From an optimization exercise on the open Yosys and OpenROAD flow, aimed at small area, a short achievable clock period and few clock cycles per item; shortcuts taken in it are not production practice. For this run, only the layout was checked, not whether the RTL still works. Power figures rest on the tool's default switching activity, not on a simulated workload.

File: flow/design.v
module single_divider (Clk, a_in, d_in, q_out, r_out);
input Clk;
input [7:0] a_in, d_in;
output [7:0] q_out, r_out;
wire [0:0] x0 = a_in[7:7];
wire ge_0_1 = (d_in[7:1] == 0) && (x0 >= d_in[0:0]);
wire [0:0] df_0_1 = x0 - d_in[0:0];
wire [0:0] r1 = ge_0_1 ? df_0_1 : x0;
wire [0:0] qq1 = {ge_0_1};
wire [6:0] aa1 = a_in[6:0];
wire [1:0] x1 = {r1, aa1[6:6]};
wire ge_1_1 = (d_in[7:2] == 0) && (x1 >= d_in[1:0]);
wire [1:0] df_1_1 = x1 - d_in[1:0];
wire [1:0] r2 = ge_1_1 ? df_1_1 : x1;
wire [1:0] qq2 = {qq1, ge_1_1};
wire [5:0] aa2 = aa1[5:0];
wire [2:0] x2 = {r2, aa2[5:5]};
wire ge_2_1 = (d_in[7:3] == 0) && (x2 >= d_in[2:0]);
wire [2:0] df_2_1 = x2 - d_in[2:0];
wire [2:0] r3 = ge_2_1 ? df_2_1 : x2;
wire [2:0] qq3 = {qq2, ge_2_1};
wire [4:0] aa3 = aa2[4:0];
wire [3:0] x3 = {r3, aa3[4:4]};
wire ge_3_1 = (d_in[7:4] == 0) && (x3 >= d_in[3:0]);
wire [3:0] df_3_1 = x3 - d_in[3:0];
wire [3:0] r4 = ge_3_1 ? df_3_1 : x3;
wire [3:0] qq4 = {qq3, ge_3_1};
wire [3:0] aa4 = aa3[3:0];
wire [4:0] x4 = {r4, aa4[3:3]};
wire ge_4_1 = (d_in[7:5] == 0) && (x4 >= d_in[4:0]);
wire [4:0] df_4_1 = x4 - d_in[4:0];
wire [4:0] r5 = ge_4_1 ? df_4_1 : x4;
wire [4:0] qq5 = {qq4, ge_4_1};
wire [2:0] aa5 = aa4[2:0];
reg [4:0] r_p1;
always @(posedge Clk) r_p1 <= r5;
reg [2:0] a_p1;
always @(posedge Clk) a_p1 <= aa5;
reg [4:0] q_p1;
always @(posedge Clk) q_p1 <= qq5;
reg [7:0] d_p1;
always @(posedge Clk) d_p1 <= d_in;
wire [5:0] x5 = {r_p1, a_p1[2:2]};
wire ge_5_1 = (d_p1[7:6] == 0) && (x5 >= d_p1[5:0]);
wire [5:0] df_5_1 = x5 - d_p1[5:0];
wire [5:0] r6 = ge_5_1 ? df_5_1 : x5;
wire [5:0] qq6 = {q_p1, ge_5_1};
wire [1:0] aa6 = a_p1[1:0];
wire [6:0] x6 = {r6, aa6[1:1]};
wire ge_6_1 = (d_p1[7:7] == 0) && (x6 >= d_p1[6:0]);
wire [6:0] df_6_1 = x6 - d_p1[6:0];
wire [6:0] r7 = ge_6_1 ? df_6_1 : x6;
wire [6:0] qq7 = {qq6, ge_6_1};
wire [0:0] aa7 = aa6[0:0];
wire [7:0] x7 = {r7, aa7[0:0]};
wire ge_7_1 = 1'b1 && (x7 >= d_p1[7:0]);
wire [7:0] df_7_1 = x7 - d_p1[7:0];
wire [7:0] r8 = ge_7_1 ? df_7_1 : x7;
wire [7:0] qq8 = {qq7, ge_7_1};
assign q_out = qq8;
assign r_out = r8;
endmodule
`timescale 1 ns / 100 ps
module Out_of_Order_divider (clk, rst, start, memory_write_complete, dd_addr, dd_data, qr_we, qr_addr, qr_data);
input clk, rst, start;
output memory_write_complete;
output [4:0] dd_addr;
input [15:0] dd_data;
output qr_we;
output [4:0] qr_addr;
output [15:0] qr_data;
reg [5:0] cnt;
reg run;
wire last = run && (cnt == 6'd32);
always @(posedge clk, posedge rst)
begin
  if (rst) begin
    cnt <= 6'd0;
    run <= 1'b0;
  end else if (last) begin
    cnt <= 6'd0;
    run <= 1'b0;
  end else if (start || run) begin
    cnt <= cnt + 6'd1;
    run <= 1'b1;
  end
end
wire [5:0] wcnt = cnt - 6'd1;
assign dd_addr = cnt[4:0];
assign qr_we = run && (cnt >= 6'd1);
assign qr_addr = wcnt[4:0];
assign memory_write_complete = last;
single_divider divider (.Clk(clk), .a_in(dd_data[15:8]), .d_in(dd_data[7:0]), .q_out(qr_data[15:8]), .r_out(qr_data[7:0]));
endmodule
File: flow/flow/run.sh
#!/bin/bash
# The standard layout, with every input and output port buffered by a
# sky130_fd_sc_hd__buf_1 instead of the resizer's default choice.
set -euo pipefail
bash standard.sh BUFFER_PORTS_ARGS="-buffer_cell sky130_fd_sc_hd__buf_1" ADDER_MAP_FILE= finish > standard.log 2>&1
File: flow/standard.sh
#!/bin/bash
# synth_recipe.tcl (not shown) runs the flow's synth.tcl, then flattens the netlist and writes it again
# the make line also repeats each setting of config.mk as NAME=value (left out here)
make -C /OpenROAD-flow-scripts/flow DESIGN_CONFIG=/design/flow/config.mk WORK_HOME=/design/flow/orfs CLKGATE_MAP_FILE= SYNTH_SCRIPT=/design/flow/synth_recipe.tcl "${@:-finish}"
File: flow/config.mk
export PLATFORM = sky130hd
export DESIGN_NAME = Out_of_Order_divider
export DESIGN_NICKNAME = Out_of_Order_divider
export VERILOG_FILES = /design/flow/design.v
export SDC_FILE = /design/flow/constraint.sdc
export NUM_CORES = 4
export LEC_CHECK = 0
export CAP_MARGIN = 20
export CORE_MARGIN = 2
export CORE_UTILIZATION = 40
export PLACE_DENSITY = 0.6
export SLEW_MARGIN = 20
File: flow/constraint.sdc
create_clock -name core_clock -period 6.0 [get_ports {clk}]
set_input_delay 1.2000 -clock core_clock [delete_from_list [all_inputs] [get_ports {clk}]]
set_output_delay 1.2000 -clock core_clock [all_outputs]
set_load 0.01 [all_outputs]
==> notes.md <==
Max Fanout on Critical Path=5; Placed Area=4040 um2; Tcrit/Tclk final=99.1%; Power Dens Cells=229 nW/um2; routed len/inst=16.2 um; # nets final=579; die area=9680 um2; Via density=6.03; pin count of the biggest net entering global routing=21; r2r endpoint=cnt[0]; Die Ht=98.4 um; CP Cell Sequence=nand2b_4 -> o211a_4 -> o31ai_4 -> mux2_4 -> nand3_2 -> or4b_4 -> a21oi_4 -> o21ai_4 -> mux2i_2 -> or3_4 -> a21o_1 -> a2111oi_4 -> buf_4 -> o32ai_4 -> o21a_1 -> a32oi_1 -> buf_2; WL final=10.8 mm; RSZ-0062 raised after global routing=true; min cycle time layout=5940 ps; # port buffers=46; Synth Net Count=505; clk sinks=28; diodes inserted=0; Num CTS Buffers=3; total of max-cap violations=0; Layout Skew=0.668 ps; worst hold endpoint=cnt[4]; share of post-route cells with drive strength above 1=26.7%; total grt overflow=0; TritonCTS clock tree=built; first-pass GRT wire length=17.7 mm; post-synthesis cell count=486; hold path startpoint=cnt[4]; H-tree Lvls=1; Core Box Area=8680 um2; Post-CTS Hold Fix Bufs=0; Design Power=0.00104 W; Final Wtd Congestion=0.944; Main synth FF type=dfxtp_1; Syn Area/Cell=7.33 um2; initial antenna violation count=0; Worst Hold Class=reg -> reg; Initial Util=41.1%; fraction of registers with async set/reset=25.0%; Reg2Reg Depth=5; worst path required time=4800 ps; Leak Pwr=1.72 nW; outcome=timing/DRC/antenna clean; worst reg2reg setup slack=4160 ps; Slew HR=25.9%; maximum vdd ir drop=0.153 mV; sequential area share after synthesis=16.7%; fmax=168 MHz; Site Rows=34; Synth warnings=2; Total GRT Usage=21.6%; endpoint type of the worst setup path=primary output; worst-skew pair later-pin latency=280 ps; launch point of the worst reg-to-reg path=cnt[0]; vias in the first global route=3729; Hold Path Depth=1; number of synthesized flops with an enable pin=0; count of final hold-check violations=0; die width=98.4 um; Mapped Area=3560 um2; Antenna Nets Post-Route=0; # DRC=0; DP Wirelength=8.13 mm; crit path DAT=4740 ps; drt pass-1 iters=5; CP Launch Type=flop; area grow syn2layout=27.4%; Iteration-0 DRC Markers=224; Yosys reg bits=28; CTS Buffer Depth=2; Ports=47; Slew Viols, Final=0; Slew @ Worst Pin=1100 ps; kind of critical path=reg -> out; Root Buffer=clkbuf_8; # setup viols final=0; CP peak stage delay=490 ps; library cells used by synthesis=85; DR vias=4025; post-layout instance area=4540 um2; Worst-path clk slew=100 ps; Worst path slowest cell=or4b_4
==> cell usage after synthesis, drive strengths merged, types with 6 or more instances <==
master	instances	share of area, %
nand2	41	4.3
nor2	36	3.8
a21oi	27	4.0
xnor2	27	6.6
inv	26	2.7
o21ai	26	3.9
dfxtp	21	12
nor3	21	3.2
clkbuf	19	2.0
buf	17	3.1
nand3	16	2.4
nand2b	14	2.5
a211oi	11	2.6
xor2	11	2.7
nor2b	10	1.8
o31ai	10	3.0
a31oi	9	1.6
or3	9	1.7
dfrtp	7	4.9
nor4	7	1.2
or2	7	1.2
a21o	6	1.3
and3	6	1.2
o21a	6	1.3
==> cell type report <==
type	instances	area, um2
Inverter	28	105
Fill cell	866	4140
Sequential cell	28	607
Timing Repair Buffer	104	622
Clock buffer	3	41.3
Clock inverter	1	30.0
Multi-Input combinational cell	395	3000
Tap cell	108	135
==> critical path: cells and delay by family, from the launching register on <==
kind            cells  cell delay [ps]
flops               1              320
buf+inv             2              360
compound gates      9             2080
mux                 2              570
simple gates        4             1110
==> worst max-delay path by stage <==
| stage | from | end | slack [ps] |
|---|---|---|---|
| global placement | divider.r_p1[4] | qr_data[1] | 180 |
| CTS | divider.a_p1[2] | qr_data[1] | 10 |
| finish | divider.a_p1[2] | qr_data[1] | 60 |
| detailed placement | divider.a_p1[2] | qr_data[1] | 60 |
| global route | divider.a_p1[2] | qr_data[1] | -140 |
| floorplan | divider.a_p1[2] | qr_data[1] | 390 |
==> report_power, final <==
part / internal [W] / switching, W / total (W)
registers: 0.000217 / 0.0000532 / 0.000271
clock network: 0.0000894 / 0.0000589 / 0.000148
logic: 0.000285 / 0.000338 / 0.000623
==> stage by stage <==
| stage | std cells | worst slack, ps | hold slack, ps | setup TNS, ps | utilization [%] |
|---|---|---|---|---|---|
| global placement | 650 | 177 | 555 | 0 | 46.5 |
| floorplan | 486 | 386 | 519 | 0 | - |
| CTS | 661 | 11.4 | 587 | 0 | 49.0 |
| global route | 667 | -142 | 615 | -443 | 52.3 |
| finish | 667 | 56.8 | 580 | 0 | 52.3 |
| detailed placement | 650 | 55.8 | 572 | 0 | 46.5 |
==> state kept, by name (all words and copies together), names as in the netlist <==
register,count
run,1
cnt,6
divider.a_p1,3
divider.r_p1,5
divider.d_p1,8
divider.q_p1,5
==> repair_timing <==
| action | in CTS | in global routing |
|---|---|---|
| setup buffers | 6 | 7 |
| endpoints found under the setup margin | 8 | 9 |
| resized for setup | 18 | 59 |
| cloned | 1 | 0 |
| pin swaps | 8 | 27 |
==> cell usage in the layout, fill, tap and decap left out, drive strengths merged, types with 5 or more instances in the layout <==
| cell type | n |
|---|---|
| a211oi | 11 |
| a21o | 6 |
| a21oi | 27 |
| a31oi | 9 |
| and3 | 6 |
| buf | 102 |
| clkbuf | 5 |
| dfrtp | 7 |
| dfxtp | 21 |
| inv | 26 |
| nand2 | 41 |
| nand2b | 14 |
| nand3 | 16 |
| nor2 | 36 |
| nor2b | 10 |
| nor3 | 21 |
| nor4 | 7 |
| o211ai | 5 |
| o21a | 6 |
| o21ai | 26 |
| o31ai | 10 |
| or2 | 7 |
| or3 | 9 |
| or4 | 5 |
| xnor2 | 27 |
| xor2 | 11 |
==> metal layers <==
metal / track usage [%] / up-vias / share of wire [%]
li1: - / 1966 / -
met1: 27.1 / 1868 / 42
met2: 37.9 / 159 / 50
met3: 2.08 / 32 / 4.9
met4: 8.43 / 0 / 3.5
met5: 0 / - / 0
==> cells by family (layout without fill, tap and decap cells) <==
group | after synthesis | count (layout) | share of synthesized area [%]
DFF | 28 | 28 | 16.7
xor gates and xnor gates | 38 | 38 | 9.34
AOI/OAI and AO/OA | 159 | 160 | 34.7
and+or+nand+nor | 186 | 186 | 27.7
adders and majority gates | 4 | 4 | 1.16
muxes | 7 | 7 | 2.32
buffers and inverters | 64 | 136 | 8.04

-- what the ideal ports hide --
The flow's constraints put no driver on any port. The routed layout listed below was extracted and timed again, unchanged, in two steps.
Step 1, drivers: a clkbuf_16 drives clk and a buf_2 each remaining input, both assumed.
Step 2 times the ports against the registers' clock, not the clock port: input delays grow and output delays shrink by t, the midpoint of the rising clock arrivals with the driver on.
Three values: ideal, step 1, step 2; two values: the first two.
shift t [ns]: 0.299
setup slack, ns: 0.057 / 0.029 / 0.290
hold slack, ns: 0.580 / 0.580 / 0.580
worst data-port slew with drivers (ns): 0.03
cell pins on the clock port's net: 1
After both steps setup and hold are still met in this run. The setup slack of this run moves by -0.028 ns with the drivers and by +0.233 ns with both steps.
